What follows belongs to an exercise in optimizing a design on an open flow for small area, a short achievable clock period and few clock cycles; a production flow would make more cautious choices.
Only simulation tests tie the RTL to the original design; equivalence was not proved.
The clock port is modelled as an ideal driver; clocking choices that lean on that would not hold on a real chip.
No activity file was given, so power comes from the tool's default toggle rates.

Design MIPS, start of the top module:
module MIPS(clk, reset, imem_addr, imem_data, dmem_addr, dmem_wdata, dmem_we, dmem_rdata);
	input clk, reset;
	output [31:0] imem_addr;
	input [31:0] imem_data;
	output [31:0] dmem_addr, dmem_wdata;
	output dmem_we;
	input [31:0] dmem_rdata;
	reg [29:0] pc;
	reg [31:0] ir;
	reg        v;      
	assign imem_addr = {pc, 2'b00};
	wire [5:0] op = ir[31:26];
	wire [5:0] fn = ir[5:0];
	wire [4:0] rs = ir[25:21];
	wire [4:0] rt = ir[20:16];
	wire [4:0] rd = ir[15:11];
	wire [15:0] imm = ir[15:0];
	wire rtype  = (op == 6'b000000);
	wire i_add  = rtype & (fn == 6'b100000);
	wire i_sub  = rtype & (fn == 6'b100010);
	wire i_slt  = rtype & (fn == 6'b101010);
	wire i_jr   = rtype & (fn == 6'b001000);
	wire i_lw   = (op == 6'b100011);
	wire i_sw   = (op == 6'b101011);
	wire i_bne  = (op == 6'b000101);
	wire i_xori = (op == 6'b001110);
	wire i_j    = (op == 6'b000010);
	reg [31:0] m_res, m_wdata;
	reg [4:0]  m_rd;
	reg        m_we, m_ld;
	reg [31:0] rf [1:31];
	wire [31:0] wdec = 32'b1 << m_rd;      
	wire [31:0] rs_dec = 32'b1 << rs;
	wire [31:0] rt_dec = 32'b1 << rt;
	wire fwa = |(rs_dec[31:1] & wdec[31:1]);
	wire fwb = |(rt_dec[31:1] & wdec[31:1]);
	wire [31:0] sel_a = {rs_dec[31:1] & ~wdec[31:1], fwa};
	wire [31:0] sel_b = {rt_dec[31:1] & ~wdec[31:1], fwb};
	wire [31:0] src [0:31];
	assign src[0] = m_res;
	genvar g, h;
	generate
		for (g = 1; g < 32; g = g + 1) begin : srcs
			assign src[g] = rf[g];
		end
	endgenerate
	wire [31:0] a, b;
	generate
		for (h = 0; h < 32; h = h + 1) begin : rbit
			wire [10:0] ta, tb;
			for (g = 0; g < 10; g = g + 1) begin : grp
				aoi222 ua (.a0(src[3*g][h]), .s0(sel_a[3*g]), .a1(src[3*g+1][h]), .s1(sel_a[3*g+1]),
  ...
Settings: LEC_CHECK=0, CAP_MARGIN=70, CORE_MARGIN=2, CORE_UTILIZATION=40, SLEW_MARGIN=70, SYNTH_HIERARCHICAL=1; clock period 24.0 ns.
run.sh (not shown) runs the stock make flow with config.mk's settings and CLKGATE_MAP_FILE= SYNTH_SCRIPT=/design/flow/synth_recipe.tcl, a recipe that flattens the netlist after the stock synthesis.
Testbench counts at the start, summed over its fixed seeds: cycles 63,693.
Edit:
--- a/flow/config.mk
+++ b/flow/config.mk
@@ -8 +8 @@
-export CAP_MARGIN = 70
+export CAP_MARGIN = 20
@@ -11 +11 @@
-export SLEW_MARGIN = 70
+export SLEW_MARGIN = 20
Result: The new run finished with timing, DRC and antenna clean; power goes down by 2.2%; non-clock buffer count goes down by 96; via count goes down by 1.6%; final area goes down by 3.2%; cell count goes down by 1.6%; worst setup slack degrades by 1.1 ns; clock-buffer cell count goes up by 6.

== lane 1 ==
Another version of the RTL of MIPS (not shown whole).
For scale: roughly 3300 cells after synthesis, about 160 I/O pins.
// MIPS
module MIPS(clk, reset, imem_addr, imem_data, dmem_addr, dmem_wdata, dmem_we, dmem_rdata);
export LEC_CHECK = 0
export CAP_MARGIN = 50
export CORE_MARGIN = 2
export CORE_UTILIZATION = 40
export CTS_CLUSTER_DIAMETER = 100
export CTS_CLUSTER_SIZE = 25
export SLEW_MARGIN = 50
export SYNTH_HIERARCHICAL = 1
create_clock -name core_clock -period 24.0 [get_ports {clk}]
standard.sh (not shown) runs the stock make flow with config.mk's settings and CLKGATE_MAP_FILE= SYNTH_SCRIPT=/design/flow/synth_recipe.tcl, a recipe that flattens the netlist after the stock synthesis.
==> flow/flow/run.sh <==
#!/bin/bash
set -euo pipefail
bash standard.sh BUFFER_PORTS_ARGS="-buffer_cell sky130_fd_sc_hd__buf_2" finish > standard_flow.log 2>&1
Testbench counts of lane 1, summed over its fixed seeds: cycles 63,693.
diff inputs: lane 1 => lane 2
==> flow/flow/run.sh <==
#!/bin/bash
set -euo pipefail
bash standard.sh BUFFER_PORTS_ARGS="-buffer_cell sky130_fd_sc_hd__buf_2" \
  POST_CTS_TCL="$PWD/flow/upsize_out.tcl" finish > standard_flow.log 2>&1
==> flow/flow/upsize_out.tcl (new file) <==
# POST_CTS hook: the flip-flops that drive output ports (through their port
# buffers) get the strongest drive of their cell type, since their wires to
# the pins are long; then the placement is legalized again.
proc net_driver_inst {net} {
  foreach it [$net getITerms] {
    if {[$it isOutputSignal]} { return [$it getInst] }
  }
  return ""
}
set n 0
set block [ord::get_db_block]
foreach bt [$block getBTerms] {
  if {[$bt getIoType] ne "OUTPUT"} { continue }
  set buf [net_driver_inst [$bt getNet]]
  if {$buf eq ""} { continue }
  foreach it [$buf getITerms] {
    if {![$it isInputSignal]} { continue }
    set src [net_driver_inst [$it getNet]]
    if {$src eq ""} { continue }
    set ref [[$src getMaster] getName]
    if {[regexp {^sky130_fd_sc_hd__dfxtp_[12]$} $ref]} {
      replace_cell [$src getName] sky130_fd_sc_hd__dfxtp_4
      incr n
    }
  }
}
puts "upsize_out: $n output flip-flops upsized"
detailed_placement
check_placement -verbose
Lane 2 closes out successfully: all stages finished, all timing, DRC and antenna checks passed. met1 track demand over resource ends up higher on lane 1. Any difference in detail-routed net length per standard cell between lane 2 and lane 1 is small enough to ignore. Relative to lane 1, final critical-path share of the clock period has gone down in lane 2. Taking lane 1 as the reference point, the number of global-route vias before repair of lane 2 rises by 132. Lane 1 leaves less setup margin than lane 2. First-pass GRT wire length: lane 1 vs lane 2, no meaningful difference. Comparing lane 1 against lane 2, there is no change at all in post-placement cell count. Compared with lane 1, in lane 2 share of cell area taken by flip-flops and latches saw an increase; proportion of cell area occupied by multi-input gates fell 0.20 points.
> inputs changed (lane 2 -> lane 3)
- CORE_UTILIZATION: 40 -> 60
- PLACE_DENSITY: unset -> 0.72
## What came out
Lane 3 against lane 2: reported net switching power saw a decrease; worst slew slack as a fraction of its limit fell by 3.2 points; sequential share of cell area went up; post-CTS clock slew at the launch and capture registers of the worst setup and hold paths fell 20 ps.
Against lane 2, count of clock-buffer cells in the layout in lane 3 fell by a few percent.
m_res[13] as the critical path launch point was reported by lane 3, and m_res[30] by lane 2.

port drivers added, routing unchanged:
In the flow no input, the clock included, has a driving cell. The finished layouts below were timed again as built, in two steps.
Step 1, drivers: a clkbuf_16 drives clk and a buf_2 each remaining input, both assumed.
Step 2 moves the port delays by t, midway between the first and last clock arrival at a register: inputs arrive t later, outputs are due t later. That takes back most of the time a late clock gives input paths.
Three values: ideal, step 1, step 2; two values: the first two.
run | t (ns) | slack for setup (ns) | latest minus earliest clock arrival (ns) | slew at the worst register clock pin (ns) | worst slew at a driven data input, ns
the first run of note 1 | 0.801 | 15.196 / 15.196 / 15.196 | 0.050 / 0.050 | 0.07 / 0.07 | 0.09
the second run of note 1 | 0.797 | 14.090 / 14.090 / 14.090 | 0.057 / 0.056 | 0.07 / 0.07 | 0.09
lane 1 | 0.776 | 17.589 / 17.516 / 17.867 | 0.047 / 0.047 | 0.12 / 0.12 | 0.05
lane 2 | 0.781 | 17.818 / 17.743 / 17.851 | 0.058 / 0.058 | 0.12 / 0.12 | 0.05
lane 3 | 0.760 | 17.834 / 17.761 / 17.846 | 0.044 / 0.043 | 0.11 / 0.11 | 0.18
After both steps setup and hold are still met in every run listed.
